Context: an optimization exercise on an open-source flow, tuned for small area, a short achievable clock period and few clock cycles per item. The choices shown serve that exercise and are no tape-out recipe.
At most, simulation tests tie the RTL to the original design; equivalence was not proved.
Only the layout flow was run in runs 3 to 5; the RTL was not checked for function there.
Power figures rest on the tool's default switching activity, not on a simulated workload.

<file path="design.v">
module sort_node_act #(
    parameter WIDTH = 16,
    parameter IDX_W = 5
)(
    input  logic             clk,
    input  logic             keep,       
    input  logic             ins,        
    input  logic             shift,      
    input  logic [WIDTH-1:0] new_val,
    input  logic [IDX_W-1:0] new_idx,
    input  logic [WIDTH-1:0] left_val,
    input  logic [IDX_W-1:0] left_idx,
    output logic [WIDTH-1:0] val,
    output logic [IDX_W-1:0] idx
);
    always_ff @(posedge clk) begin
        val <= ({WIDTH{keep}}  & val)
             | ({WIDTH{ins}}   & new_val)
             | ({WIDTH{shift}} & left_val);
        idx <= ({IDX_W{keep}}  & idx)
             | ({IDX_W{ins}}   & new_idx)
             | ({IDX_W{shift}} & left_idx);
    end
endmodule
module serial_sorter #(
    parameter WIDTH = 16,
    parameter NUM_NODES = 32
)(
    input  wire             clk,
    input  wire             rst_n,
    input  wire             load_en,
    input  wire [WIDTH-1:0] data_in,
    input  wire             clear,
    output wire             out_vld,
    output wire [NUM_NODES-1:0][WIDTH-1:0] data_out,
    output wire [NUM_NODES-1:0][$clog2(NUM_NODES)-1:0] idx_out
);
    localparam IDX_W = $clog2(NUM_NODES);
    logic [WIDTH-1:0] d1, d2;
    logic             l1, l2;
    logic [IDX_W:0]   cnt;           
    logic [NUM_NODES-1:0] c;         
    logic [NUM_NODES-1:0] cn;        
    logic [NUM_NODES-1:0] a;         
    logic             b;             
    assign out_vld = cnt[IDX_W];
    always_ff @(posedge clk or negedge rst_n) begin
        if (!rst_n) begin
            l1  <= 1'b0;
            l2  <= 1'b0;
            cnt <= '0;
        end else begin
            l1 <= load_en;
            l2 <= l1 & ~clear;
            if (clear)   cnt <= '0;
            else if (l2) cnt <= cnt + 1'b1;
        end
    end
    always_ff @(posedge clk) begin
        d1 <= data_in;
        d2 <= d1;
        c  <= (l1 & ~clear) ? cn : '1;
    end
    assign b = d2 < d1;
    genvar i;
    generate
        for (i = 0; i < NUM_NODES; i = i + 1) begin : nodes
            wire c_left = (i == 0) ? 1'b1 : c[i-1];
            wire a_left = (i == 0) ? 1'b0 : a[i-1];
            assign a[i]  = (cnt > i) & (data_out[i] < d1);
            assign cn[i] = c[i] ? a[i] : (c_left ? b : a_left);
            sort_node_act #(.WIDTH(WIDTH), .IDX_W(IDX_W)) node (
                .clk      (clk),
                .keep     (c[i]),
                .ins      (c_left & ~c[i]),
                .shift    (~c_left),
                .new_val  (d2),
                .new_idx  (cnt[IDX_W-1:0]),
                .left_val ((i == 0) ? d2 : data_out[i-1]),
                .left_idx ((i == 0) ? cnt[IDX_W-1:0] : idx_out[i-1]),
                .val      (data_out[i]),
                .idx      (idx_out[i])
            );
        end
    endgenerate
endmodule
module sorter_top (
    input  wire          clk,
    input  wire          rst_n,
    input  wire          load_en,
    input  wire [15:0]   data_in,
    input  wire          clear,
    output wire          out_vld,
    output wire [511:0]  data_out,
    output wire [159:0]  idx_out
);
    localparam WIDTH     = 16;
    localparam NUM_NODES = 32;
    localparam IDX_W     = $clog2(NUM_NODES);
    wire [NUM_NODES-1:0][WIDTH-1:0] data_arr;
    wire [NUM_NODES-1:0][IDX_W-1:0] idx_arr;
    serial_sorter #(
        .WIDTH(WIDTH),
        .NUM_NODES(NUM_NODES)
    ) u_sorter (
        .clk(clk),
        .rst_n(rst_n),
        .load_en(load_en),
        .data_in(data_in),
        .clear(clear),
        .out_vld(out_vld),
        .data_out(data_arr),
        .idx_out(idx_arr)
    );
    assign data_out = data_arr;
    assign idx_out  = idx_arr;
endmodule
</file>
<file path="constraint.sdc">
create_clock -name core_clock -period 4.0 [get_ports {clk}]
set_input_delay 0.8000 -clock core_clock [delete_from_list [all_inputs] [get_ports {clk}]]
set_output_delay 0.8000 -clock core_clock [all_outputs]
set_load 0.01 [all_outputs]
</file>
<file path="config.mk">
export PLATFORM = sky130hd
export DESIGN_NAME = sorter_top
export DESIGN_NICKNAME = sorter_top
export VERILOG_FILES = /design/flow/design.v
export SDC_FILE = /design/flow/constraint.sdc
export NUM_CORES = 4
export LEC_CHECK = 0
export CAP_MARGIN = 20
export CORE_MARGIN = 2
export CORE_UTILIZATION = 40
export SLEW_MARGIN = 20
</file>
<file path="run.sh">
#!/bin/bash
# synth_recipe.tcl (not shown) runs the flow's synth.tcl, then flattens the netlist and writes it again
# the make line also repeats each setting of config.mk as NAME=value (left out here)
make -C /OpenROAD-flow-scripts/flow DESIGN_CONFIG=/design/flow/config.mk WORK_HOME=/design/flow/orfs CLKGATE_MAP_FILE= SYNTH_SCRIPT=/design/flow/synth_recipe.tcl finish
</file>
==> results of run 1 <==
layout by cell type (no fill, tap or decap), types with 74 or more instances in the layout:
master / n
nor2b_1: 640
dfxtp_1: 698
o21ai_0: 74
clkdlybuf4s50_1: 692
ha_1: 499
a21oi_1: 133
a221o_1: 600
nor2_1: 95
clkbuf_16: 88
buf_4: 116
nand2_1: 223
layout make-up:
| cell class | count | area, um2 |
|---|---|---|
| Multi-Input combinational cell | 2788 | 22300 |
| Tap cell | 1276 | 1600 |
| Clock buffer | 119 | 2480 |
| Fill cell | 8760 | 46200 |
| Timing Repair Buffer | 810 | 7840 |
| Inverter | 31 | 116 |
| Sequential cell | 744 | 15200 |
| Clock inverter | 44 | 515 |
per-layer routing:
layer / GRT usage, % / part of all wire (%) / vias to the layer above
li1: - / - / 16100
met1: 42.7 / 42 / 17600
met2: 52.6 / 46 / 1589
met3: 6.34 / 7.8 / 312
met4: 13.7 / 4.3 / 0
met5: 0 / 0 / -
worst paths after layout:
| kind | start | endpoint | slack, ns |
|---|---|---|---|
| min in group asynchronous | rst_n | u_sorter.cnt[3] | 0.46 |
| hold reg to reg | u_sorter.d1[13] | u_sorter.d2[13] | 0.35 |
| setup / recovery | u_sorter.d1[10] | u_sorter.c[30] | 0.96 |
| setup reg to reg | u_sorter.d1[10] | u_sorter.c[30] | 0.96 |
| hold / removal | u_sorter.d1[13] | u_sorter.d2[13] | 0.35 |
| max in group asynchronous | rst_n | u_sorter.cnt[4] | 3.17 |
sequential cells by signal, indices dropped and copies added (netlist names), named ones only:
signal                   count
u_sorter.d2                 16
u_sorter.l1                  1
u_sorter.l2                  1
u_sorter.cnt                 6
u_sorter.nodes.node.val    496
u_sorter.d1                 16
u_sorter.c                  32
u_sorter.nodes.node.idx    155
per-stage QoR:
step / util [%] / hold slack (ns) / total power, W / cell area [um2] / setup WS (ns)
floorplan: - / 0.331 / 0.0225 / 38700 / 1.45
global placement: 48.9 / 0.343 / 0.0326 / 47100 / 0.835
detailed placement: 48.9 / 0.346 / 0.0328 / 47100 / 0.780
CTS: 52.0 / 0.354 / 0.0413 / 50000 / 1.02
global route: 52.0 / 0.361 / 0.0435 / 50000 / 0.835
finish: 52.0 / 0.354 / 0.0414 / 50000 / 0.957
worst max-delay path: stages (launching register included):
cell	delay [ns]
dfxtp_1	0.31
inv_2	0.63
ha_1	0.40
and4_1	0.19
a2111oi_0	0.54
nor3_1	0.12
a311oi_1	0.40
nor4_1	0.09
a211oi_1	0.25
cells by family (layout without fill, tap and decap cells):
logic type      count (synthesis)  in the layout  share of synthesized area [%]
buf+inv                       331           1004                           3.32
fa+ha+maj                     499            499                           16.1
simple gates                 1158           1158                           16.5
compound gates               1124           1124                           24.8
flops                         744            744                           39.1
xor+xnor                        5              5                          0.113
mux                             2              2                         0.0549
power by group:
group	switching (W)	total, W	internal, W
Clock	0.00348	0.00843	0.00495
Sequential	0.00450	0.0151	0.0106
Combinational	0.00779	0.0179	0.0101
Total	0.0158	0.0414	0.0256
==> results.txt, run 1 <==
----------------------------------------------------
[Status]
  Run status ... no timing/DRC/antenna violations

[Cells and area]
  Area growth, synth to finish ... 29.2%
  Layout cell share with drive strength beyond 1 ... 7.05%
  Non-filler instance count after layout ... 5812
  Antenna diode count ... 0
  Number of nets in the finished design ... 4981

[Setup path]
  Type of destination of the critical path ... register
  Depth of the worst register-to-register path ... 8
  Crit Path Class ... register to register
  Critical path required time ... 4.58 ns
  Arrival time at the worst endpoint ... 3.62 ns
  Maximum fanout along the worst path ... 19
  Crit path launch type ... register

[Clock network]
  Clock-pin transition on the worst setup and hold timing paths ... 0.06 ns
  Clock tree sinks ... 744
  Bufs on Longest Clock Path ... 3
  Number of gates given a new drive strength after cts ... 0
  Root Driver ... clkbuf_16
  Clock latency on the worst-skew pair ... 0.68 ns
  Number of buffers created by CTS ... 87
  Number of H-tree levels ... 3
  Setup Fix Bufs, Post-CTS ... 0
  TritonCTS clock tree ... done
  Hold-fix buffers at CTS ... 0

[Global route]
  Via count of the first global-routing pass ... 33500
  Initial antenna violation count ... 2
  Pin count of the biggest net entering global routing ... 48
  Total grt overflow ... 0
  Global-route wire length before repair ... 241000 um
  Global-route usage over all layers ... 32.7%

[Timing]
  Tcrit/Tclk final ... 76.1%
  Number of slew-limit violations in the final report ... 0
  Setup TNS ... 0 ns
  Number of endpoints with negative hold slack in the final report ... 0
  Max_slew headroom ... 25.4%
  Pin slew with the least headroom to its limit ... 1.12 ns
  Unrepaired setup endpoints after global routing ... no
  Shortest period the worst path allows ... 3.04 ns
  Final setup viols ... 0
  Worst-case clock skew ... 0.0192 ns
  Achievable Freq ... 329 MHz

[Detailed routing]
  Antenna Violating Nets Remaining ... 0
  Initial DRT Pass Iterations ... 5
  Post-DR wirelength/cell ... 29.1 um
  Total DRC errors in the routed layout ... 0
  Number of violations reported at the end of detailed-routing iteration 0 ... 3530
  Vias per Instance ... 6.13
  Sum of routed wire length over all layers ... 169000 um
  Vias ... 35600

[Synthesis]
  Count of synthesis-stage warnings from yosys ... 2
  Seq/Total Area, Yosys ... 39.1%
  Share of the synthesized area in the top cell type ... 36.9%
  Top-count cell post-synth ... dfxtp_1
  List of most frequent post-synthesis cells ... dfxtp_1, nor2b_1, a221o_1, ha_1, clkbuf_1
  Synth area leaders ... dfxtp_1, ha_1, a221o_1, nor2b_1, clkbuf_1
  Number of enable flip-flop cells after synthesis ... 21
  Most used DFF post-synth ... dfxtp_1
  Syn Std Cell Area ... 38700 um2
  Avg Cell Area, Syn ... 10.0 um2
  Syn Inst Count ... 3863
  Most area-hungry cell type in the Yosys netlist ... dfxtp_1
  Number of synthesized register bits ... 744
  Cell variety after synth ... 78
  Async set-reset flop share out of synthesis ... 1.08%
  Number of nets produced by synthesis ... 4382

[Floorplanning]
  Number of top-level design ports ... 693
  Core Region ... 96300 um2
  Initial standard-cell utilization of the core ... 40.2%
  Die H ... 315 um
  Die extent in x ... 315 um
  Die area ... 99400 um2
  Number of standard-cell rows in the floorplan ... 114

[Worst hold path]
  Hold path depth ... 0
  Min-Delay Path Class ... register to register

[Pwr]
  Pwr per Cell Area ... 826 nW/um2
  Static Leakage ... 20.4 nW
  Peak VDD IR ... 0.430 mV

[Placed design]
  Total of buffers placed on input and output ports ... 692
  Last weighted congestion value of the routability-driven placer ... 0.874
  Number of placed instances with taps included ... 5649
  HPWL reported at the end of detailed placement ... 116000 um

[Job]
  Number of max-cap violations ... 0

----------------------------------------------------
Testbench counts, summed over its fixed seeds: cycles 13,816, items 12,288.
==> run 2, diff against run 1 <==
--- a/config.mk
+++ b/config.mk
@@ -10,2 +10,3 @@
 export CORE_UTILIZATION = 40
+export SETUP_SLACK_MARGIN = 1.6
 export SLEW_MARGIN = 20
==> results.txt, run 2 <==
----------------------------------------------------
[Status]
  Run status ... no timing/DRC/antenna violations

[Detailed routing]
  Antenna Violating Nets Remaining ... 0 (unchanged)
  Vias per Instance ... 6.19 (+0.91%)
  Vias ... 36300 (+2.0%)
  Number of violations reported at the end of detailed-routing iteration 0 ... 3851 (+9.1%)
  Sum of routed wire length over all layers ... 175000 um (+3.8%)
  Post-DR wirelength/cell ... 29.9 um (+2.7%)
  Initial DRT Pass Iterations ... 6 (+1)
  Total DRC errors in the routed layout ... 0 (unchanged)

[Floorplanning]
  Die area ... 99400 um2 (unchanged)
  Die extent in x ... 315 um (unchanged)
  Core Region ... 96300 um2 (unchanged)
  Die H ... 315 um (unchanged)
  Initial standard-cell utilization of the core ... 40.2% (unchanged)
  Number of standard-cell rows in the floorplan ... 114 (unchanged)
  Number of top-level design ports ... 693 (unchanged)

[Timing]
  Final setup viols ... 0 (unchanged)
  Shortest period the worst path allows ... 2.57 ns (-0.470 ns)
  Unrepaired setup endpoints after global routing ... yes
  Setup TNS ... 0 ns (unchanged)
  Pin slew with the least headroom to its limit ... 1.02 ns (-0.102 ns)
  Slack of the critical path ... 1.43 ns (+0.470 ns)
  Achievable Freq ... 389 MHz (+18%)
  Number of slew-limit violations in the final report ... 0 (unchanged)
  Worst-case clock skew ... 0.0295 ns (+0.0104 ns)
  Max_slew headroom ... 32.2% (+6.8 points)
  Number of endpoints with negative hold slack in the final report ... 0 (unchanged)
  Tcrit/Tclk final ... 64.3% (-12 points)

[Synthesis]
  Share of the synthesized area in the top cell type ... 36.9% (unchanged)
  Cell variety after synth ... 78 (unchanged)
  Number of nets produced by synthesis ... 4382 (unchanged)
  Async set-reset flop share out of synthesis ... 1.08% (unchanged)
  Syn Std Cell Area ... 38700 um2 (unchanged)
  Seq/Total Area, Yosys ... 39.1% (unchanged)
  Avg Cell Area, Syn ... 10.0 um2 (unchanged)
  Most used DFF post-synth ... dfxtp_1
  List of most frequent post-synthesis cells ... dfxtp_1, nor2b_1, a221o_1, ha_1, clkbuf_1
  Number of synthesized register bits ... 744 (unchanged)
  Count of synthesis-stage warnings from yosys ... 2 (unchanged)
  Syn Inst Count ... 3863 (unchanged)
  Synth area leaders ... dfxtp_1, ha_1, a221o_1, nor2b_1, clkbuf_1
  Top-count cell post-synth ... dfxtp_1
  Number of enable flip-flop cells after synthesis ... 21 (unchanged)
  Most area-hungry cell type in the Yosys netlist ... dfxtp_1

[Cells and area]
  Registers with the highest flip-flop counts ... u_sorter.nodes.node.val: 496 flops, u_sorter.nodes.node.idx: 155 flops, u_sorter.c: 32 flops
  Post-route core utilization ... 53.5% (+1.6 points)
  Commonest cells after routing, fill and taps aside ... dlygate4sd2_1, nor2b_1, a221o_1, ha_1, dfxtp_1
  Most frequent standard cell in the layout excluding fill and tap cells ... dlygate4sd2_1
  Multi-input combinational cell area ... 23300 um2 (+4.5%)
  Register with the most flip-flops ... u_sorter.nodes.node.val
  Max FFs per register ... 496 (unchanged)
  Number of nets in the finished design ... 5044 (+1.3%)
  Count of fill cells added during filler insertion ... 8818 (+0.66%)
  Layout cell share with drive strength beyond 1 ... 16.1% (+9.0 points)
  Area growth, synth to finish ... 33.0%
  Non-filler instance count after layout ... 5875 (+1.1%)
  Area of all sequential standard cells ... 15500 um2 (+2.2%)

[Worst hold path]
  Min-Delay Path Class ... register to register

[Clock network]
  Hold-fix buffers at CTS ... 0 (unchanged)
  Root Driver ... clkbuf_16
  Number of buffers created by CTS ... 86 (-1.1%)
  TritonCTS clock tree ... done
  Number of H-tree levels ... 3 (unchanged)
  Clock latency on the worst-skew pair ... 0.68 ns (about the same)
  Bufs on Longest Clock Path ... 3 (unchanged)
  Clock-pin transition on the worst setup and hold timing paths ... 0.06 ns (about the same)
  Clock tree sinks ... 744 (unchanged)

[Placed design]
  Total of buffers placed on input and output ports ... 692 (unchanged)
  Number of placed instances with taps included ... 5650 (+0.018%)
  HPWL reported at the end of detailed placement ... 115000 um (-0.52%)
  Last weighted congestion value of the routability-driven placer ... 0.864 (-1.2%)
  Pre-CTS setup slack ... 0.690 ns (-0.0899 ns)

[Global route]
  Global-route wire length before repair ... 246000 um (+2.1%)
  Global-route usage over all layers ... 33.5% (+0.86 points)
  Pin count of the biggest net entering global routing ... 48 (unchanged)
  Total grt overflow ... 0 (unchanged)
  Via count of the first global-routing pass ... 33900 (+1.0%)
  Initial antenna violation count ... 10 (+8)

[Pwr]
  Peak VDD IR ... 0.396 mV (-7.7%)
  Pwr per Cell Area ... 778 nW/um2 (-5.9%)
  Static Leakage ... 22.3 nW (+9.4%)
  Sum of internal, switching and leakage power ... 0.0401 W (-3.1%)

[Job]
  Number of max-cap violations ... 0 (unchanged)

[Setup path]
  Type of destination of the critical path ... register
  Crit path launch type ... register
  Arrival time at the worst endpoint ... 3.15 ns (-0.47 ns)
  Maximum fanout along the worst path ... 6 (-13)
  Crit Path Class ... register to register
  Critical path required time ... 4.57 ns (about the same)

----------------------------------------------------
==> run 2: cell counts after synthesis <==
Identical to the previous run, type by type.
==> run 2: final cells by class <==
class,instances,area share [%]
multi-input combinational,2788,45.3
sequential,744,30.1
timing repair buffer,874,15.6
clock buffer,132,5.06
tap,1276,3.10
clock inverter,25,0.558
inverter,31,0.337
antenna,5,0.0243
==> run 2: critical path, cell delays in order (launching register included) <==
cell and delay, ns:
dfxtp_2 0.36, clkinvlp_4 0.22, buf_12 0.22, buf_12 0.13, buf_4 0.14, ha_4 0.21
and3_4 0.18, a211oi_2 0.23, a21oi_2 0.09, a311oi_2 0.41, nor4_2 0.08, a221oi_1 0.21
==> run 2: final timing paths <==
kind	from	to	slack [ns]	depth (start not counted)
setup / recovery	u_sorter.d1[11]	u_sorter.c[9]	1.43	11
hold / removal	u_sorter.d1[8]	u_sorter.d2[8]	0.36	0
setup reg to reg	u_sorter.d1[11]	u_sorter.c[9]	1.43	11
hold reg to reg	u_sorter.d1[8]	u_sorter.d2[8]	0.36	0
max in group asynchronous	rst_n	u_sorter.cnt[4]	3.07	1
min in group asynchronous	rst_n	u_sorter.l1	0.49	1
==> run 2: per-layer routing <==
| layer | track usage, % | part of all wire (%) | wire length (um) |
|---|---|---|---|
| met3 | 6.94 | 8.8 | 15500 |
| met5 | 0 | 0.012 | 21 |
| met2 | 53.0 | 45 | 78600 |
| met1 | 44.6 | 42 | 74100 |
| met4 | 13.3 | 4.1 | 7190 |
==> run 2: through the flow <==
stage	hold WS (ns)	area (um2)
2_1_floorplan	0.331	38900
3_3_place_gp	0.343	47100
3_5_place_dp	0.346	47100
4_1_cts	0.359	50600
5_1_grt	0.368	51500
6_report	0.357	51500
==> run 2: logic make-up (layout without fill, tap and decap cells) <==
logic type / after synthesis / in the layout / share of synthesized area, %
other: 0 / 5 / 0
AND/OR/NAND/NOR: 1158 / 1158 / 16.5
buffers and inverters: 331 / 1062 / 3.32
AO/OA/AOI/OAI: 1124 / 1124 / 24.8
adder cells (fa/ha/maj): 499 / 499 / 16.1
XOR/XNOR: 5 / 5 / 0.113
multiplexers: 2 / 2 / 0.0549
flip-flops: 744 / 744 / 39.1
==> run 2: power breakdown <==
part / switching [W] / leakage, nW / internal [W]
clock network: 0.00341 / 1.42 / 0.00476
registers: 0.00442 / 6.30 / 0.0108
logic: 0.00811 / 14.5 / 0.00856
==> run 2: timing repair <==
item,in CTS,in global routing
setup buffers,36,20
cloned,3,4
endpoints found under the setup margin,697,42
pin swaps,46,75
resized for setup,1051,135
==> run 3, diff against run 2 <==
--- a/design.v
+++ b/design.v
@@ -39,2 +39,3 @@
     logic [WIDTH-1:0] d1, d2;
+    logic [WIDTH-1:0] d1e, d1n, d1ne;
     logic             l1, l2;
@@ -45,2 +46,14 @@
     logic             b;             
+    function automatic logic lt(input logic [WIDTH-1:0] x, input logic [WIDTH-1:0] y);
+        logic [WIDTH-1:0] l, e;
+        integer w, k;
+        l = ~x & y;
+        e = ~(x ^ y);
+        for (w = 1; w < WIDTH; w = w * 2)
+            for (k = 0; k + w < WIDTH; k = k + 2 * w) begin
+                l[k] = l[k + w] | (e[k + w] & l[k]);
+                e[k] = e[k + w] & e[k];
+            end
+        lt = l[0];
+    endfunction
     assign out_vld = cnt[IDX_W];
@@ -59,3 +72,8 @@
     always_ff @(posedge clk) begin
-        d1 <= data_in;
+        d1  <= data_in;
+        d1n <= ~data_in;
+        if (load_en) begin
+            d1e  <= data_in;
+            d1ne <= ~data_in;
+        end
         d2 <= d1;
@@ -63,3 +81,3 @@
     end
-    assign b = d2 < d1;
+    assign b = lt(d2, d1);
     genvar i;
@@ -69,3 +87,6 @@
             wire a_left = (i == 0) ? 1'b0 : a[i-1];
-            assign a[i]  = (cnt > i) & (data_out[i] < d1);
+            wire [WIDTH-1:0] dc = (i < 8)  ? d1 :
+                                  (i < 16) ? ~d1n :
+                                  (i < 24) ? d1e : ~d1ne;
+            assign a[i]  = (cnt > i) & lt(data_out[i], dc);
             assign cn[i] = c[i] ? a[i] : (c_left ? b : a_left);
==> flow/run.sh (new file) <==
#!/bin/bash
set -o pipefail
export BUFFER_PORTS_ARGS="-buffer_cell sky130_fd_sc_hd__buf_1"
export CTS_CLUSTER_SIZE=40
export CTS_CLUSTER_DIAMETER=80
bash standard.sh > standard.log 2>&1
==> standard.sh (new file) <==
#!/bin/bash
# synth_recipe.tcl (not shown) runs the flow's synth.tcl, then flattens the netlist and writes it again
# the make line also repeats each setting of config.mk as NAME=value (left out here)
make -C /OpenROAD-flow-scripts/flow DESIGN_CONFIG=/design/flow/config.mk WORK_HOME=/design/flow/orfs CLKGATE_MAP_FILE= SYNTH_SCRIPT=/design/flow/synth_recipe.tcl "${@:-finish}"
--- a/config.mk
+++ b/config.mk
@@ -10,3 +10,3 @@
 export CORE_UTILIZATION = 40
-export SETUP_SLACK_MARGIN = 1.6
+export SETUP_SLACK_MARGIN = 1.9
 export SLEW_MARGIN = 20
removed: run.sh
==> results.txt, run 3 <==
----------------------------------------------------
[Synthesis]
  Top-count cell post-synth ... dfxtp_1
  Count of synthesis-stage warnings from yosys ... 2 (unchanged)
  Number of synthesized register bits ... 792 (+6.5%)
  List of most frequent post-synthesis cells ... dfxtp_1, inv_1, ha_1, a221o_1, nand2_1
  Syn Inst Count ... 4499 (+16%)
  Most area-hungry cell type in the Yosys netlist ... dfxtp_1
  Most used DFF post-synth ... dfxtp_1
  Number of enable flip-flop cells after synthesis ... 53 (+150%)
  Cell variety after synth ... 69 (-12%)
  Seq/Total Area, Yosys ... 40.3% (+1.2 points)
  Avg Cell Area, Syn ... 9.05 um2 (-9.7%)
  Async set-reset flop share out of synthesis ... 1.01% (-0.065 points)
  Share of the synthesized area in the top cell type ... 35.9% (-1.0 points)
  Synth area leaders ... dfxtp_1, ha_1, a221o_1, inv_1, nand2_1
  Syn Std Cell Area ... 40700 um2 (+5.1%)
  Number of nets produced by synthesis ... 5018 (+15%)

[Worst hold path]
  Min-Delay Path Class ... input pin to async pin

[Floorplanning]
  Core Region ... 101000 um2 (+5.4%)
  Number of top-level design ports ... 693 (unchanged)
  Die H ... 323 um (+2.5%)
  Die extent in x ... 323 um (+2.5%)
  Die area ... 104000 um2 (+5.0%)
  Initial standard-cell utilization of the core ... 40.1% (-0.099 points)
  Number of standard-cell rows in the floorplan ... 117 (+2.6%)

[Placed design]
  Placement-stage cell area ... 44800 um2 (-4.9%)
  Total of buffers placed on input and output ports ... 692 (unchanged)
  Number of placed instances with taps included ... 6366 (+13%)
  Pre-CTS setup slack ... 1.23 ns (+0.535 ns)
  HPWL reported at the end of detailed placement ... 121000 um (+4.9%)
  Last weighted congestion value of the routability-driven placer ... 0.903 (+4.5%)

[Cells and area]
  Non-filler instance count after layout ... 6592 (+12%)
  Area growth, synth to finish ... 21.7%
  Max FFs per register ... 496 (unchanged)
  Register with the most flip-flops ... u_sorter.nodes.node.val
  Number of nets in the finished design ... 5704 (+13%)
  Layout cell share with drive strength beyond 1 ... 18.0% (+1.9 points)
  Most frequent standard cell in the layout excluding fill and tap cells ... inv_1
  Post-route design area ... 49600 um2 (-3.8%)
  Post-route core utilization ... 48.9% (-4.7 points)
  Registers with the highest flip-flop counts ... u_sorter.nodes.node.val: 496 flops, u_sorter.nodes.node.idx: 155 flops, u_sorter.c: 32 flops
  Count of fill cells added during filler insertion ... 9768 (+11%)
  Commonest cells after routing, fill and taps aside ... inv_1, buf_1, dfxtp_1, ha_1, a221o_1

[Setup path]
  Type of destination of the critical path ... register
  Endpoint of the lowest-slack register-to-register path ... u_sorter.c[18]
  Crit path launch type ... register
  Worst R2R Setup Slack ... 1.69 ns (+0.26 ns)
  Arrival time at the worst endpoint ... 2.87 ns (-0.28 ns)
  Depth of the worst register-to-register path ... 10 (-1)
  Worst flop-to-flop path startpoint ... u_sorter.d1[4]
  Critical path required time ... 4.56 ns (about the same)
  Crit Path Class ... register to register
  Maximum fanout along the worst path ... 8 (+2)

[Pwr]
  Flop pwr share ... 42.2% (+4.2 points)
  Pwr per Cell Area ... 614 nW/um2 (-21%)
  Portion of total power attributed to the clock network ... 19.8% (-0.6 points)
  Pint ... 0.0177 W (-27%)
  Switch share ... 41.8% (+2.0 points)
  Static Leakage ... 22.4 nW (+0.44%)
  Peak VDD IR ... 0.335 mV (-15%)
  Portion of total power attributed to combinational logic ... 38.0% (-3.6 points)
  Switching power of the nets ... 0.0127 W (-20%)

[Detailed routing]
  Post-route met1 wirelength ... 74700 um (+0.86%)
  Sum of routed wire length over all layers ... 179000 um (+1.8%)
  Total DRC errors in the routed layout ... 0 (unchanged)
  Top Layer Used ... met5
  Vias ... 38600 (+6.1%)
  Met2 wire length ... 81400 um (+3.5%)
  Met3 wire length ... 14700 um (-5.1%)
  Initial DRT Pass Iterations ... 6 (unchanged)
  Number of violations reported at the end of detailed-routing iteration 0 ... 4108 (+6.7%)
  Antenna Violating Nets Remaining ... 0 (unchanged)
  Vias per Instance ... 5.85 (-5.5%)
  Post-DR wirelength/cell ... 27.1 um (-9.3%)

[Clock network]
  Clock latency on the worst-skew pair ... 0.69 ns (about the same)
  Clock tree sinks ... 792 (+6.5%)
  Clock-pin transition on the worst setup and hold timing paths ... 0.12 ns (+0.06 ns)
  Root Driver ... clkbuf_16
  Bufs on Longest Clock Path ... 3 (unchanged)
  TritonCTS clock tree ... done
  Number of buffers created by CTS ... 47 (-45%)
  Number of H-tree levels ... 2 (-1)

[Timing]
  Slack of the critical path ... 1.69 ns (+0.260 ns)
  Achievable Freq ... 432 MHz (+11%)
  Worst-case clock skew ... 0.0438 ns (+0.0143 ns)
  Max_slew headroom ... 28.3% (-3.9 points)
  Shortest period the worst path allows ... 2.31 ns (-0.260 ns)
  Pin slew with the least headroom to its limit ... 1.07 ns (+0.0581 ns)
  Number of slew-limit violations in the final report ... 0 (unchanged)
  Final setup viols ... 0 (unchanged)
  Tcrit/Tclk final ... 57.8% (-6.5 points)
  Number of endpoints with negative hold slack in the final report ... 0 (unchanged)
  Setup TNS ... 0 ns (unchanged)
  Unrepaired setup endpoints after global routing ... yes

[Job]
  Number of max-cap violations ... 0 (unchanged)

[Status]
  Run status ... no timing/DRC/antenna violations

[Global route]
  Global-route wire length before repair ... 253000 um (+2.8%)
  Global-route usage over all layers ... 32.7% (-0.81 points)
  Initial antenna violation count ... 11 (+1)
  Total grt overflow ... 0 (unchanged)
  Pin count of the biggest net entering global routing ... 49 (+2.1%)
  Via count of the first global-routing pass ... 36600 (+8.1%)

----------------------------------------------------
==> run 3: changes by cell type after synthesis, sizes merged, moves of 22 or more <==
cell    before  now
nand2      223  444
inv         30  555
nand4       33   67
nor2        96  388
a21oi      133  189
edfxtp      21   53
a22oi       60  115
a221o      600  449
o221ai       5   90
nor2b      640  178
a211oi      29   68
nand3       46   24
==> run 3: logic make-up after synthesis <==
family / Yosys count / share of synthesized area, %
and+or+nand+nor: 1188 / 13.3
AOI/OAI and AO/OA: 1162 / 23.0
DFF: 792 / 40.3
muxes: 1 / 0.0246
adders and majority gates: 499 / 15.3
buffers and inverters: 854 / 7.89
xor gates and xnor gates: 3 / 0.0645
==> run 3: repair_timing <==
item / 4_1_cts / 5_1_grt
pin swaps: 72 / 45
cloned: 3 / 0
hold buffers: 0 / 0
setup buffers: 124 / 11
setup endpoints to repair: 319 / 207
gates resized for setup: 480 / 190
==> run 3: how the worst max path moves through the flow <==
stage	startpoint	endpoint	slack, ns	cells past startpoint
CTS	u_sorter.d1[4]	u_sorter.c[18]	1.67	10
finish	u_sorter.d1[4]	u_sorter.c[18]	1.69	10
global placement	u_sorter.cnt[0]	u_sorter.c[9]	1.29	8
floorplan	u_sorter.d2[5]	u_sorter.c[31]	1.86	10
global route	u_sorter.d2[5]	u_sorter.c[18]	1.61	10
detailed placement	u_sorter.cnt[0]	u_sorter.c[9]	1.23	8
==> run 3: routing by layer <==
metal | vias to the layer above | GRT usage [%]
li1 | 17600 | -
met2 | 1796 | 52.8
met4 | 10 | 13.0
met5 | - | 0
met1 | 18800 | 42.9
met3 | 357 | 6.44
==> run 3: area by class of cell <==
class	count	area [um2]	area share (%)
Antenna cell	2	5.00	0.0101
Clock buffer	50	1220	2.46
Clock inverter	36	518	1.04
Inverter	556	2190	4.41
Multi-Input combinational cell	2853	22000	44.3
Sequential cell	792	16800	33.9
Tap cell	1368	1710	3.45
Timing Repair Buffer	935	5160	10.4
==> run 3: critical path, stage by stage, from the launching register on <==
cell      delay (ns)
dfxtp_2         0.34
buf_6           0.13
ha_4            0.14
a21o_1          0.16
a21o_1          0.16
a221oi_2        0.32
o311ai_4        0.17
buf_6           0.15
buf_12          0.15
a32o_2          0.23
a211o_1         0.21
==> run 3: metrics by stage <==
stage                     hold slack, ns  power (W)
final                             0.0496     0.0304
after detailed placement           0.478     0.0235
after CTS                         0.0187     0.0301
after global placement             0.463     0.0233
after floorplan                    0.326     0.0187
after global routing              0.0437     0.0321
==> run 3: power by group through the flow <==
stage	Combinational [W]	Sequential [W]	Clock, W
2_1_floorplan	0.00592	0.0128	0
5_1_grt	0.0128	0.0130	0.00632
3_3_place_gp	0.0105	0.0128	0
6_report	0.0116	0.0128	0.00601
3_5_place_dp	0.0106	0.0128	0
4_1_cts	0.0113	0.0127	0.00608
==> run 4, diff against run 3 <==
==> flow/run.sh (replaced) <==
#!/bin/bash
set -o pipefail
export BUFFER_PORTS_ARGS="-buffer_cell sky130_fd_sc_hd__buf_2"
bash standard.sh > standard.log 2>&1
==> results.txt, run 4 <==
----------------------------------------------------
[Global route]
  Total grt overflow ... 0 (unchanged)
  Global-route usage over all layers ... 33.1% (+0.38 points)
  Pin count of the biggest net entering global routing ... 49 (unchanged)
  Initial antenna violation count ... 8 (-3)
  Global-route wire length before repair ... 256000 um (+1.2%)
  Via count of the first global-routing pass ... 36600 (+0.027%)

[Status]
  Run status ... no timing/DRC/antenna violations

[Synthesis]
  Number of nets produced by synthesis ... 5018 (unchanged)
  Async set-reset flop share out of synthesis ... 1.01% (unchanged)
  Share of the synthesized area in the top cell type ... 35.9% (unchanged)
  Top-count cell post-synth ... dfxtp_1
  List of most frequent post-synthesis cells ... dfxtp_1, inv_1, ha_1, a221o_1, nand2_1
  Most area-hungry cell type in the Yosys netlist ... dfxtp_1
  Seq/Total Area, Yosys ... 40.3% (unchanged)
  Count of synthesis-stage warnings from yosys ... 2 (unchanged)
  Synth area leaders ... dfxtp_1, ha_1, a221o_1, inv_1, nand2_1
  Syn Std Cell Area ... 40700 um2 (unchanged)
  Cell variety after synth ... 69 (unchanged)
  Number of synthesized register bits ... 792 (unchanged)
  Syn Inst Count ... 4499 (unchanged)
  Avg Cell Area, Syn ... 9.05 um2 (unchanged)
  Number of enable flip-flop cells after synthesis ... 53 (unchanged)
  Most used DFF post-synth ... dfxtp_1

[Clock network]
  TritonCTS clock tree ... done
  Clock latency on the worst-skew pair ... 0.68 ns (about the same)
  Clock-pin transition on the worst setup and hold timing paths ... 0.06 ns (-0.06 ns)
  Bufs on Longest Clock Path ... 3 (unchanged)
  Clock tree sinks ... 792 (unchanged)
  Number of buffers created by CTS ... 92 (+96%)
  Root Driver ... clkbuf_16
  Number of H-tree levels ... 3 (+1)

[Timing]
  Pin slew with the least headroom to its limit ... 1.03 ns (-0.0419 ns)
  Tightest hold margin ... 0.330 ns (+0.280 ns)
  Achievable Freq ... 436 MHz (+0.92%)
  Worst-case clock skew ... 0.0231 ns (-0.0207 ns)
  Number of endpoints with negative hold slack in the final report ... 0 (unchanged)
  Shortest period the worst path allows ... 2.29 ns (-0.0211 ns)
  Unrepaired setup endpoints after global routing ... yes
  Tcrit/Tclk final ... 57.3% (-0.53 points)
  Max_slew headroom ... 31.1% (+2.8 points)
  Final setup viols ... 0 (unchanged)
  Number of slew-limit violations in the final report ... 0 (unchanged)
  Setup TNS ... 0 ns (unchanged)

[Cells and area]
  Area of all sequential standard cells ... 16700 um2 (-0.80%)
  Area growth, synth to finish ... 27.1%
  Post-route design area ... 51800 um2 (+4.4%)
  Post-route core utilization ... 51.0% (+2.1 points)
  Max FFs per register ... 496 (unchanged)
  Most frequent standard cell in the layout excluding fill and tap cells ... buf_2
  Commonest cells after routing, fill and taps aside ... buf_2, dfxtp_1, inv_1, ha_1, a221o_1
  Register with the most flip-flops ... u_sorter.nodes.node.val
  Registers with the highest flip-flop counts ... u_sorter.nodes.node.val: 496 flops, u_sorter.nodes.node.idx: 155 flops, u_sorter.c: 32 flops
  Multi-input combinational cell area ... 22300 um2 (+1.5%)
  Non-filler instance count after layout ... 6671 (+1.2%)
  Count of fill cells added during filler insertion ... 9575 (-2.0%)
  Layout cell share with drive strength beyond 1 ... 27.1% (+9.1 points)
  Number of nets in the finished design ... 5742 (+0.67%)

[Detailed routing]
  Antenna Violating Nets Remaining ... 0 (unchanged)
  Initial DRT Pass Iterations ... 5 (-1)
  Vias ... 39100 (+1.3%)
  Post-DR wirelength/cell ... 27.0 um (-0.34%)
  Total DRC errors in the routed layout ... 0 (unchanged)
  Number of violations reported at the end of detailed-routing iteration 0 ... 3953 (-3.8%)
  Sum of routed wire length over all layers ... 180000 um (+0.85%)
  Vias per Instance ... 5.85 (+0.11%)

[Setup path]
  Arrival time at the worst endpoint ... 2.85 ns (-0.02 ns)
  Largest stage delay, worst path ... 0.37 ns (+0.03 ns)
  Type of destination of the critical path ... register
  Crit path launch type ... register
  Most prevalent standard cell on the critical path ... a21o_1
  Slowest library cell on the worst path ... dfxtp_4
  Crit path cell chain ... ha_4 > a21o_1 > a21o_1 > a221oi_2 > o311ai_4 > buf_12 > a32o_1 > a211o_1
  Crit Path Class ... register to register
  Critical path required time ... 4.55 ns (about the same)
  Maximum fanout along the worst path ... 23 (+15)

[Placed design]
  HPWL reported at the end of detailed placement ... 121000 um (+0.20%)
  Number of placed instances with taps included ... 6357 (-0.14%)
  Last weighted congestion value of the routability-driven placer ... 0.894 (-1.0%)
  Total of buffers placed on input and output ports ... 692 (unchanged)
  Placement-stage cell area ... 45600 um2 (+1.7%)

[Floorplanning]
  Die extent in x ... 323 um (unchanged)
  Number of top-level design ports ... 693 (unchanged)
  Core Region ... 101000 um2 (unchanged)
  Die area ... 104000 um2 (unchanged)
  Initial standard-cell utilization of the core ... 40.1% (unchanged)
  Die H ... 323 um (unchanged)
  Number of standard-cell rows in the floorplan ... 117 (unchanged)

[Pwr]
  Portion of total power attributed to combinational logic ... 36.0% (-2.0 points)
  Flop pwr share ... 38.1% (-4.1 points)
  Portion of total power attributed to the clock network ... 25.9% (+6.1 points)
  Static Leakage ... 24.5 nW (+9.8%)
  Pint ... 0.0206 W (+16%)
  Switching power of the nets ... 0.0130 W (+2.5%)
  Peak VDD IR ... 0.344 mV (+2.8%)
  Pwr per Cell Area ... 649 nW/um2 (+5.7%)
  Switch share ... 38.8% (-3.0 points)

[Worst hold path]
  Min-Delay Path Class ... input pin to register

[Job]
  Number of max-cap violations ... 0 (unchanged)

----------------------------------------------------
-- run 4: cell counts after synthesis --
No cell type changed its count.
-- run 4: path summary, 6_finish.rpt --
check | to | depth (start not counted) | startpoint | slack [ns]
min in group asynchronous | u_sorter.l2 | 2 | rst_n | 0.64
max | u_sorter.c[19] | 8 | u_sorter.d1[5] | 1.71
min | u_sorter.d1[0] | 1 | data_in[0] | 0.33
min reg2reg | u_sorter.d2[4] | 0 | u_sorter.d1[4] | 0.41
max reg2reg | u_sorter.c[19] | 8 | u_sorter.d1[5] | 1.71
max in group asynchronous | u_sorter.cnt[4] | 2 | rst_n | 3.12
-- run 4: logic make-up after synthesis --
logic type | after synthesis | share of synthesized area (%)
buf+inv | 854 | 7.89
simple gates | 1188 | 13.3
xor+xnor | 3 | 0.0645
fa+ha+maj | 499 | 15.3
flops | 792 | 40.3
mux | 1 | 0.0246
compound gates | 1162 | 23.0
-- run 4: power by group through the flow --
| stage | clock network, W | registers, W | logic [W] |
|---|---|---|---|
| after floorplan | 0 | 0.0128 | 0.00592 |
| after global placement | 0 | 0.0128 | 0.0109 |
| after detailed placement | 0 | 0.0128 | 0.0111 |
| after CTS | 0.00880 | 0.0127 | 0.0117 |
| after global routing | 0.00913 | 0.0130 | 0.0133 |
| final | 0.00871 | 0.0128 | 0.0121 |
-- run 4: layout make-up --
type / count / share of cell area, %
flip-flops and latches: 792 / 32.2
clock inverters: 46 / 0.836
repair buffers: 928 / 11.2
inverters: 556 / 4.24
well taps: 1368 / 3.31
diodes: 3 / 0.0145
multi-input cells: 2853 / 43.1
clock buffers: 125 / 5.09
-- run 4: repair_timing --
action / in CTS / in global routing
hold endpoints to repair: 8 / 0
setup buffers: 121 / 17
resized for setup: 312 / 109
setup endpoints to repair: 154 / 125
cloned: 0 / 1
pin swaps: 74 / 48
hold buffers: 1 / 0
-- run 4: critical path: cells and delay by family (launching register included) --
kind,cells,cell delay (ns)
AOI/OAI and AO/OA,6,1.32
DFF,1,0.37
adders and majority gates,1,0.25
buffers and inverters,1,0.20
-- run 4: metrics by stage --
stage / worst slack, ns / power (W)
2_1_floorplan: 1.86 / 0.0187
3_3_place_gp: 0.999 / 0.0237
3_5_place_dp: 1.08 / 0.0239
4_1_cts: 1.76 / 0.0333
5_1_grt: 1.61 / 0.0354
6_report: 1.71 / 0.0336
-- run 4: per-layer routing --
layer | global-route usage (%) | up-vias | routed length, um
li1 | - | 17800 | -
met1 | 43.8 | 19100 | 75600
met2 | 53.0 | 1834 | 82100
met5 | 0 | - | 23
met3 | 6.60 | 345 | 15500
met4 | 12.8 | 4 | 6970
==> run 5, diff against run 4 <==
--- a/design.v
+++ b/design.v
@@ -39,3 +39,3 @@
     logic [WIDTH-1:0] d1, d2;
-    logic [WIDTH-1:0] d1e, d1n, d1ne;
+    logic [WIDTH-1:0] d1n;
     logic             l1, l2;
@@ -74,6 +74,3 @@
         d1n <= ~data_in;
-        if (load_en) begin
-            d1e  <= data_in;
-            d1ne <= ~data_in;
-        end
+        b   <= lt(d1, data_in);
         d2 <= d1;
@@ -81,3 +78,2 @@
     end
-    assign b = lt(d2, d1);
     genvar i;
@@ -87,5 +83,3 @@
             wire a_left = (i == 0) ? 1'b0 : a[i-1];
-            wire [WIDTH-1:0] dc = (i < 8)  ? d1 :
-                                  (i < 16) ? ~d1n :
-                                  (i < 24) ? d1e : ~d1ne;
+            wire [WIDTH-1:0] dc = (i < NUM_NODES / 2) ? d1 : ~d1n;
             assign a[i]  = (cnt > i) & lt(data_out[i], dc);
==> flow/run.sh (replaced) <==
#!/bin/bash
set -o pipefail
export BUFFER_PORTS_ARGS="-buffer_cell sky130_fd_sc_hd__buf_1"
export CTS_CLUSTER_SIZE=30
export CTS_CLUSTER_DIAMETER=60
bash standard.sh > standard.log 2>&1
--- a/config.mk
+++ b/config.mk
@@ -10,3 +10,3 @@
 export CORE_UTILIZATION = 40
-export SETUP_SLACK_MARGIN = 1.9
+export SETUP_SLACK_MARGIN = 1.8
 export SLEW_MARGIN = 20
==> results.txt, run 5 <==
----------------------------------------------------
[Global route]
  Via count of the first global-routing pass ... 36400 (-0.51%)
  Global-route usage over all layers ... 33.3% (+0.18 points)
  Total grt overflow ... 0 (unchanged)
  Pin count of the biggest net entering global routing ... 49 (unchanged)
  Global-route wire length before repair ... 252000 um (-1.6%)
  Initial antenna violation count ... 8 (unchanged)

[Setup path]
  Crit path launch type ... register
  Largest stage delay, worst path ... 0.37 ns (about the same)
  Maximum fanout along the worst path ... 5 (-78%)
  Buf+Inv Stages, Crit Path ... 3 (+2)
  CP delay by family, top ... compound AO/OA/AOI/OAI gates
  Crit Path Class ... register to register
  Type of destination of the critical path ... register
  Crit path cell chain ... clkinvlp_4 > buf_12 > buf_6 > ha_4 > nor4bb_4 > a2111o_1 > a221oi_2 > a21oi_2 > o211ai_1 > a32oi_1
  Critical path required time ... 4.50 ns (-0.05 ns)
  Arrival time at the worst endpoint ... 2.78 ns (-0.07 ns)
  Slowest library cell on the worst path ... a2111o_1

[Synthesis]
  Syn Inst Count ... 4427 (-1.6%)
  Most used DFF post-synth ... dfxtp_1
  Synth area leaders ... dfxtp_1, ha_1, a221o_1, inv_1, nor2_1
  Async set-reset flop share out of synthesis ... 1.05% (+0.041 points)
  Number of enable flip-flop cells after synthesis ... 21 (-60%)
  Number of synthesized register bits ... 761 (-3.9%)
  List of most frequent post-synthesis cells ... dfxtp_1, inv_1, ha_1, a221o_1, nor2_1
  Cell variety after synth ... 72 (+4.3%)
  Number of nets produced by synthesis ... 4946 (-1.4%)
  Avg Cell Area, Syn ... 8.94 um2 (-1.2%)
  Count of synthesis-stage warnings from yosys ... 2 (unchanged)
  Seq/Total Area, Yosys ... 39.1% (-1.2 points)
  Share of the synthesized area in the top cell type ... 37.0% (+1.1 points)
  Syn Std Cell Area ... 39600 um2 (-2.8%)
  Top-count cell post-synth ... dfxtp_1
  Most area-hungry cell type in the Yosys netlist ... dfxtp_1

[Cells and area]
  Post-route design area ... 48600 um2 (-6.1%)
  Area growth, synth to finish ... 22.9%
  Number of nets in the finished design ... 5625 (-2.0%)
  Post-route core utilization ... 49.5% (-1.5 points)
  Layout cell share with drive strength beyond 1 ... 10.9% (-16 points)
  Registers with the highest flip-flop counts ... u_sorter.nodes.node.val: 496 flops, u_sorter.nodes.node.idx: 155 flops, u_sorter.c: 32 flops
  Max FFs per register ... 496 (unchanged)
  Non-filler instance count after layout ... 6466 (-3.1%)
  Commonest cells after routing, fill and taps aside ... dfxtp_1, buf_1, inv_1, ha_1, a221o_1
  Most frequent standard cell in the layout excluding fill and tap cells ... dfxtp_1
  Register with the most flip-flops ... u_sorter.nodes.node.val

[Detailed routing]
  Total DRC errors in the routed layout ... 0 (unchanged)
  Antenna Violating Nets Remaining ... 0 (unchanged)
  Vias ... 38600 (-1.3%)
  Sum of routed wire length over all layers ... 177000 um (-1.6%)
  Initial DRT Pass Iterations ... 7 (+2)
  Vias per Instance ... 5.96 (+1.8%)
  Number of violations reported at the end of detailed-routing iteration 0 ... 3958 (+0.13%)
  Post-DR wirelength/cell ... 27.4 um (+1.5%)

[Timing]
  Unrepaired setup endpoints after global routing ... yes
  Max_slew headroom ... 31.4% (+0.21 points)
  Achievable Freq ... 439 MHz (+0.66%)
  Final setup viols ... 0 (unchanged)
  Shortest period the worst path allows ... 2.28 ns (-0.0150 ns)
  Number of endpoints with negative hold slack in the final report ... 0 (unchanged)
  Number of slew-limit violations in the final report ... 0 (unchanged)
  Tightest hold margin ... 0.221 ns (-0.108 ns)
  Worst-case clock skew ... 0.0214 ns (-0.00167 ns)
  Setup TNS ... 0 ns (unchanged)
  Tcrit/Tclk final ... 56.9% (-0.38 points)
  Pin slew with the least headroom to its limit ... 1.03 ns (-0.00308 ns)

[Placed design]
  HPWL reported at the end of detailed placement ... 128000 um (+5.4%)
  Number of placed instances with taps included ... 6244 (-1.8%)
  Total of buffers placed on input and output ports ... 692 (unchanged)
  Last weighted congestion value of the routability-driven placer ... 0.925 (+3.5%)
  Placement-stage cell area ... 43700 um2 (-4.1%)

[Floorplanning]
  Number of standard-cell rows in the floorplan ... 115 (-1.7%)
  Die H ... 319 um (-1.4%)
  Die extent in x ... 319 um (-1.4%)
  Initial standard-cell utilization of the core ... 40.3% (+0.13 points)
  Core Region ... 98300 um2 (-3.1%)
  Die area ... 101000 um2 (-2.8%)
  Number of top-level design ports ... 693 (unchanged)

[Clock network]
  Clock-pin transition on the worst setup and hold timing paths ... 0.09 ns (+0.03 ns)
  Number of buffers created by CTS ... 82 (-11%)
  Root Driver ... clkbuf_16
  Bufs on Longest Clock Path ... 3 (unchanged)
  Clock latency on the worst-skew pair ... 0.67 ns (about the same)
  TritonCTS clock tree ... done
  Number of H-tree levels ... 3 (unchanged)
  Hold-fix buffers at CTS ... 0 (-1)
  Clock tree sinks ... 761 (-3.9%)

[Status]
  Run status ... no timing/DRC/antenna violations

[Pwr]
  Switching power of the nets ... 0.0141 W (+8.5%)
  Pint ... 0.0194 W (-5.5%)
  Portion of total power attributed to combinational logic ... 36.8% (+0.8 points)
  Pwr per Cell Area ... 690 nW/um2 (+6.3%)
  Switch share ... 42.1% (+3.3 points)
  Peak VDD IR ... 0.379 mV (+10%)
  Portion of total power attributed to the clock network ... 25.7% (-0.2 points)
  Flop pwr share ... 37.5% (-0.6 points)
  Static Leakage ... 21.5 nW (-12%)

[Worst hold path]
  Min-Delay Path Class ... input pin to register

[Job]
  Number of max-cap violations ... 0 (unchanged)

----------------------------------------------------
-- run 5: cell types whose count changed after synthesis, sizes merged, moves of 22 or more --
cell	previous run	this run
a22oi	115	56
o21ai	85	107
o221ai	90	138
a21o	55	14
a211oi	68	44
nand2	444	382
edfxtp	53	21
nor2	388	411
-- run 5: power by group through the flow --
| stage | clock (W) | combinational, W | sequential (W) |
|---|---|---|---|
| after floorplan | 0 | 0.00634 | 0.0127 |
| final | 0.00862 | 0.0123 | 0.0126 |
| after detailed placement | 0 | 0.0117 | 0.0127 |
| after global routing | 0.00900 | 0.0135 | 0.0128 |
| after CTS | 0.00871 | 0.0120 | 0.0125 |
| after global placement | 0 | 0.0115 | 0.0126 |
-- run 5: final timing paths --
path | from | cells past startpoint | slack [ns] | to
max in group asynchronous | rst_n | 1 | 3.04 | u_sorter.cnt[3]
min in group asynchronous | rst_n | 1 | 0.25 | u_sorter.l1
min reg2reg | u_sorter.d1[10] | 0 | 0.45 | u_sorter.d2[10]
min | load_en | 1 | 0.22 | u_sorter.l1
max | u_sorter.d1n[1] | 10 | 1.72 | u_sorter.c[30]
max reg2reg | u_sorter.d1n[1] | 10 | 1.72 | u_sorter.c[30]
-- run 5: per-layer routing --
| metal | GRT usage [%] | wire length [um] |
|---|---|---|
| met1 | 41.7 | 71400 |
| met2 | 54.0 | 80400 |
| met3 | 7.66 | 16100 |
| met4 | 15.9 | 9250 |
| met5 | 0 | 27 |
-- run 5: through the flow --
step	worst slack (ns)	power, W
after floorplan	1.75	0.0191
after global placement	1.18	0.0241
after detailed placement	1.22	0.0243
after CTS	1.73	0.0332
after global routing	1.67	0.0353
final	1.72	0.0335
-- run 5: logic make-up after synthesis --
kind of cell / count (synthesis) / synth area share (%)
muxes: 6 / 0.152
DFF: 761 / 39.1
and+or+nand+nor: 1146 / 13.1
adders and majority gates: 499 / 15.8
xor gates and xnor gates: 3 / 0.0664
AOI/OAI and AO/OA: 1160 / 23.6
buffers and inverters: 852 / 8.14
-- run 5: worst register-to-register path: stages, from the launching register on --
cell        delay [ns]
dfxtp_2           0.34
clkinvlp_4        0.12
buf_12            0.16
buf_6             0.12
ha_4              0.19
nor4bb_4          0.15
a2111o_1          0.37
a221oi_2          0.28
a21oi_2           0.11
o211ai_1          0.20
a32oi_1           0.08
-- run 5: layout make-up --
type | count | area (um2)
Fill cell | 9481 | 49700
Antenna cell | 4 | 10.0
Clock buffer | 91 | 2230
Timing Repair inverter | 2 | 10.0
Inverter | 551 | 2130
Sequential cell | 761 | 15600
Multi-Input combinational cell | 2814 | 21700
Tap cell | 1287 | 1610
Clock inverter | 62 | 837
Timing Repair Buffer | 894 | 4510
-- run 5: repair_timing --
action / CTS / global route
cloned: 0 / 2
endpoints found under the hold margin: 0 / 0
buffers inserted: 46 / 17
setup endpoints to repair: 67 / 97
pin swaps: 48 / 69
resized for setup: 154 / 120
==> run 6, diff against run 5 <==
--- a/design.v
+++ b/design.v
@@ -15,9 +15,13 @@
 );
+    logic [WIDTH-1:0] val_n;
+    logic [IDX_W-1:0] idx_n;
+    assign val = ~val_n;
+    assign idx = ~idx_n;
     always_ff @(posedge clk) begin
-        val <= ({WIDTH{keep}}  & val)
-             | ({WIDTH{ins}}   & new_val)
-             | ({WIDTH{shift}} & left_val);
-        idx <= ({IDX_W{keep}}  & idx)
-             | ({IDX_W{ins}}   & new_idx)
-             | ({IDX_W{shift}} & left_idx);
+        val_n <= ~(({WIDTH{keep}}  & val)
+                 | ({WIDTH{ins}}   & new_val)
+                 | ({WIDTH{shift}} & left_val));
+        idx_n <= ~(({IDX_W{keep}}  & idx)
+                 | ({IDX_W{ins}}   & new_idx)
+                 | ({IDX_W{shift}} & left_idx));
     end
@@ -39,3 +43,2 @@
     logic [WIDTH-1:0] d1, d2;
-    logic [WIDTH-1:0] d1n;
     logic             l1, l2;
@@ -72,5 +75,3 @@
     always_ff @(posedge clk) begin
-        d1  <= data_in;
-        d1n <= ~data_in;
-        b   <= lt(d1, data_in);
+        d1 <= data_in;
         d2 <= d1;
@@ -78,2 +79,3 @@
     end
+    assign b = lt(d2, d1);
     genvar i;
@@ -83,4 +85,3 @@
             wire a_left = (i == 0) ? 1'b0 : a[i-1];
-            wire [WIDTH-1:0] dc = (i < NUM_NODES / 2) ? d1 : ~d1n;
-            assign a[i]  = (cnt > i) & lt(data_out[i], dc);
+            assign a[i]  = (cnt > i) & lt(data_out[i], d1);
             assign cn[i] = c[i] ? a[i] : (c_left ? b : a_left);
==> flow/run.sh (replaced) <==
#!/bin/bash
set -o pipefail
export BUFFER_PORTS_ARGS="-buffer_cell sky130_fd_sc_hd__buf_2"
bash standard.sh > standard.log 2>&1
--- a/config.mk
+++ b/config.mk
@@ -10,3 +10,3 @@
 export CORE_UTILIZATION = 40
-export SETUP_SLACK_MARGIN = 1.8
+export SETUP_SLACK_MARGIN = 1.6
 export SLEW_MARGIN = 20
==> results.txt, run 6 <==
----------------------------------------------------
[Status]
  Run status ... no timing/DRC/antenna violations

[Floorplanning]
  Die extent in x ... 313 um (-1.9%)
  Number of top-level design ports ... 693 (unchanged)
  Initial standard-cell utilization of the core ... 40.2% (-0.072 points)
  Core Region ... 94700 um2 (-3.6%)
  Die H ... 313 um (-1.9%)
  Number of standard-cell rows in the floorplan ... 113 (-1.7%)
  Die area ... 97700 um2 (-3.7%)

[Global route]
  Global-route wire length before repair ... 248000 um (-1.3%)
  Pin count of the biggest net entering global routing ... 40 (-18%)
  Initial antenna violation count ... 9 (+1)
  Total grt overflow ... 0 (unchanged)
  Via count of the first global-routing pass ... 36500 (+0.24%)
  Global-route usage over all layers ... 34.0% (+0.70 points)

[Detailed routing]
  Post-DR wirelength/cell ... 26.9 um (-1.9%)
  Sum of routed wire length over all layers ... 175000 um (-1.1%)
  Number of violations reported at the end of detailed-routing iteration 0 ... 5067 (+28%)
  Vias per Instance ... 6.09 (+2.1%)
  Vias ... 39700 (+2.9%)
  Initial DRT Pass Iterations ... 6 (-1)
  Antenna Violating Nets Remaining ... 0 (unchanged)
  Total DRC errors in the routed layout ... 0 (unchanged)

[Setup path]
  Crit path launch type ... register
  Crit Path Class ... register to register
  Endpoint of the lowest-slack register-to-register path ... u_sorter.c[4]
  Worst R2R Setup Slack ... 1.63 ns (-0.09 ns)
  Arrival time at the worst endpoint ... 2.85 ns (+0.07 ns)
  Timing startpoint of the critical path ... u_sorter.d1[9]
  Depth of the worst register-to-register path ... 9 (-1)
  Type of destination of the critical path ... register
  Critical path required time ... 4.48 ns (-0.02 ns)
  Maximum fanout along the worst path ... 9 (+4)
  Worst flop-to-flop path startpoint ... u_sorter.d1[9]

[Cells and area]
  Max FFs per register ... 496 (unchanged)
  Number of nets in the finished design ... 5698 (+1.3%)
  Register with the most flip-flops ... u_sorter.nodes.node.val_n
  Area growth, synth to finish ... 23.0% (about the same)
  Post-route design area ... 46800 um2 (-3.7%)
  Layout cell share with drive strength beyond 1 ... 21.1% (+10 points)
  Non-filler instance count after layout ... 6516 (+0.77%)
  Commonest cells after routing, fill and taps aside ... a21oi_1, inv_1, buf_2, dfxtp_1, o22ai_1
  Registers with the highest flip-flop counts ... u_sorter.nodes.node.val_n: 496 flops, u_sorter.nodes.node.idx_n: 155 flops, u_sorter.c: 32 flops
  Most frequent standard cell in the layout excluding fill and tap cells ... a21oi_1

[Pwr]
  Peak VDD IR ... 0.389 mV (+2.6%)
  Sum of internal, switching and leakage power ... 0.0317 W (-5.6%)
  Static Leakage ... 23.4 nW (+8.9%)
  Pwr per Cell Area ... 677 nW/um2 (-1.9%)

[Synthesis]
  Share of the synthesized area in the top cell type ... 37.6% (+0.56 points)
  Syn Inst Count ... 4518 (+2.1%)
  List of most frequent post-synthesis cells ... a21oi_1, inv_1, dfxtp_1, o22ai_1, ha_1
  Number of enable flip-flop cells after synthesis ... 21 (unchanged)
  Async set-reset flop share out of synthesis ... 1.08% (+0.024 points)
  Most used DFF post-synth ... dfxtp_1
  Top-count cell post-synth ... a21oi_1
  Seq/Total Area, Yosys ... 39.8% (+0.64 points)
  Number of nets produced by synthesis ... 5037 (+1.8%)
  Synth area leaders ... dfxtp_1, ha_1, a21oi_1, o22ai_1, inv_1
  Syn Std Cell Area ... 38100 um2 (-3.8%)
  Avg Cell Area, Syn ... 8.43 um2 (-5.7%)
  Most area-hungry cell type in the Yosys netlist ... dfxtp_1
  Number of synthesized register bits ... 744 (-2.2%)
  Count of synthesis-stage warnings from yosys ... 2 (unchanged)
  Cell variety after synth ... 76 (+5.6%)

[Job]
  Number of max-cap violations ... 0 (unchanged)

[Clock network]
  Hold-fix buffers at CTS ... 0 (unchanged)
  TritonCTS clock tree ... done
  Number of H-tree levels ... 3 (unchanged)
  Clock-pin transition on the worst setup and hold timing paths ... 0.06 ns (-0.03 ns)
  Number of buffers created by CTS ... 84 (+2.4%)
  Bufs on Longest Clock Path ... 3 (unchanged)
  Clock tree sinks ... 744 (-2.2%)
  Clock latency on the worst-skew pair ... 0.64 ns (-0.03 ns)
  Root Driver ... clkbuf_16

[Timing]
  Number of slew-limit violations in the final report ... 0 (unchanged)
  Achievable Freq ... 422 MHz (-3.8%)
  Unrepaired setup endpoints after global routing ... yes
  Max_slew headroom ... 32.2% (+0.82 points)
  Tightest hold margin ... 0.0518 ns (-0.170 ns)
  Final setup viols ... 0 (unchanged)
  Shortest period the worst path allows ... 2.37 ns (+0.0899 ns)
  Number of endpoints with negative hold slack in the final report ... 0 (unchanged)
  Worst-case clock skew ... 0.0264 ns (+0.00495 ns)
  Setup TNS ... 0 ns (unchanged)
  Pin slew with the least headroom to its limit ... 1.02 ns (-0.0123 ns)
  Tcrit/Tclk final ... 59.2% (+2.2 points)

[Placed design]
  Placement-stage cell area ... 43100 um2 (-1.5%)
  Number of placed instances with taps included ... 6309 (+1.0%)
  Total of buffers placed on input and output ports ... 692 (unchanged)
  Last weighted congestion value of the routability-driven placer ... 0.919 (-0.67%)
  HPWL reported at the end of detailed placement ... 121000 um (-5.0%)

[Worst hold path]
  Min-Delay Path Class ... input pin to async pin

----------------------------------------------------
-- run 6: cell count changes after synthesis, sizes merged, moves of 37 or more --
cell	previous run	this run
o221ai	138	2
buf	72	34
a221o	468	2
a22oi	56	4
clkbuf	229	266
a21oi	208	843
nor2	411	106
nand2	382	132
o22ai	8	654
inv	550	737
nor2b	159	5
-- run 6: critical path, stage by stage (launching register included) --
cell	delay [ns]
dfxtp_4	0.40
buf_4	0.13
buf_4	0.27
ha_1	0.31
a21oi_1	0.14
nor2_1	0.06
a211oi_1	0.21
o21ai_0	0.21
a221oi_1	0.33
o311ai_1	0.13
-- run 6: how the worst max path moves through the flow --
| stage | to | slack, ns | depth (start not counted) |
|---|---|---|---|
| 5_1_grt | u_sorter.c[19] | 1.55 | 8 |
| 4_1_cts | u_sorter.c[14] | 1.60 | 8 |
| 6_report | u_sorter.c[4] | 1.63 | 9 |
| 3_5_place_dp | u_sorter.c[29] | 1.05 | 7 |
| 2_1_floorplan | u_sorter.c[10] | 1.62 | 8 |
| 3_3_place_gp | u_sorter.c[21] | 1.13 | 7 |
-- run 6: final cells by class --
class                           count  area [um2]
Antenna cell                        4        10.0
Clock buffer                      121        2500
Clock inverter                     33         388
Fill cell                        9262       47900
Inverter                          739        2780
Multi-Input combinational cell   2737       19200
Sequential cell                   744       15200
Tap cell                         1265        1580
Timing Repair Buffer              872        5100
Timing Repair inverter              1        5.00
-- run 6: timing repair --
item | CTS | global route
endpoints found under the setup margin | 32 | 51
cloned | 3 | 0
gates resized for setup | 47 | 43
pin swaps | 5 | 13
buffers inserted | 29 | 17
hold endpoints to repair | 0 | 0
-- run 6: cell families (layout without fill, tap and decap cells) --
kind of cell | Yosys count | in the layout | share of synthesized area, %
XOR/XNOR | 3 | 3 | 0.0690
multiplexers | 1 | 1 | 0.0263
other | 0 | 4 | 0
buffers and inverters | 1039 | 1766 | 10.3
AO/OA/AOI/OAI | 1828 | 1828 | 28.3
AND/OR/NAND/NOR | 404 | 406 | 5.12
adder cells (fa/ha/maj) | 499 | 499 | 16.4
flip-flops | 744 | 744 | 39.8
-- run 6: routing by layer --
layer	up-vias	global-route usage (%)	routed length (um)
met3	420	6.94	17500
met1	19200	45.4	71600
met4	4	15.8	8680
li1	17600	-	-
met5	-	0	25
met2	2427	52.7	77500
-- run 6: where the power goes --
part	internal [W]	switching (W)
combinational	0.00440	0.00625
clock	0.00482	0.00334
sequential	0.00961	0.00327
total	0.0188	0.0129
-- run 6: metrics by stage --
| step | setup slack, ns | utilization, % |
|---|---|---|
| after global placement | 1.13 | 45.5 |
| after global routing | 1.55 | 49.4 |
| after detailed placement | 1.05 | 45.5 |
| final | 1.63 | 49.4 |
| after floorplan | 1.62 | - |
| after CTS | 1.60 | 49.1 |
Testbench counts of run 6, summed over its fixed seeds: cycles 13,816, items 12,288.

re-timing with driven ports:
In the flow no input, the clock included, has a driving cell. The finished layouts below were timed again as built, in two steps. Step 1: set_driving_cell puts a clkbuf_16 on clk and a buf_2 on each other input, an assumption about the parent block. Step 2 times the ports against the registers' clock, not the clock port: input delays grow and output delays shrink by t, the midpoint of the rising clock arrivals with the driver on. Three values: no drivers, after step 1, after step 2; two values: the first two.
run	t (ns)	setup WS [ns]	hold slack, ns	slew at the worst register clock pin (ns)
run 1	0.742	0.957 / 0.957 / 0.685	0.354 / 0.354 / 0.354	0.07 / 0.07
run 2	0.740	1.427 / 1.427 / 1.154	0.357 / 0.357 / 0.357	0.06 / 0.06
run 3	0.744	1.686 / 1.686 / 1.669	0.050 / 0.118 / 0.417	0.12 / 0.12
run 4	0.746	1.707 / 1.707 / 1.506	0.330 / 0.312 / 0.410	0.07 / 0.07
run 5	0.730	1.722 / 1.722 / 1.190	0.221 / 0.196 / 0.453	0.09 / 0.09
run 6	0.706	1.633 / 1.621 / 1.283	0.052 / 0.001 / 0.421	0.07 / 0.07
After both steps every run listed still meets setup and hold. For run 5, which loses most, drivers alone change the setup slack by 0.000 ns; drivers and shift together by -0.532 ns.
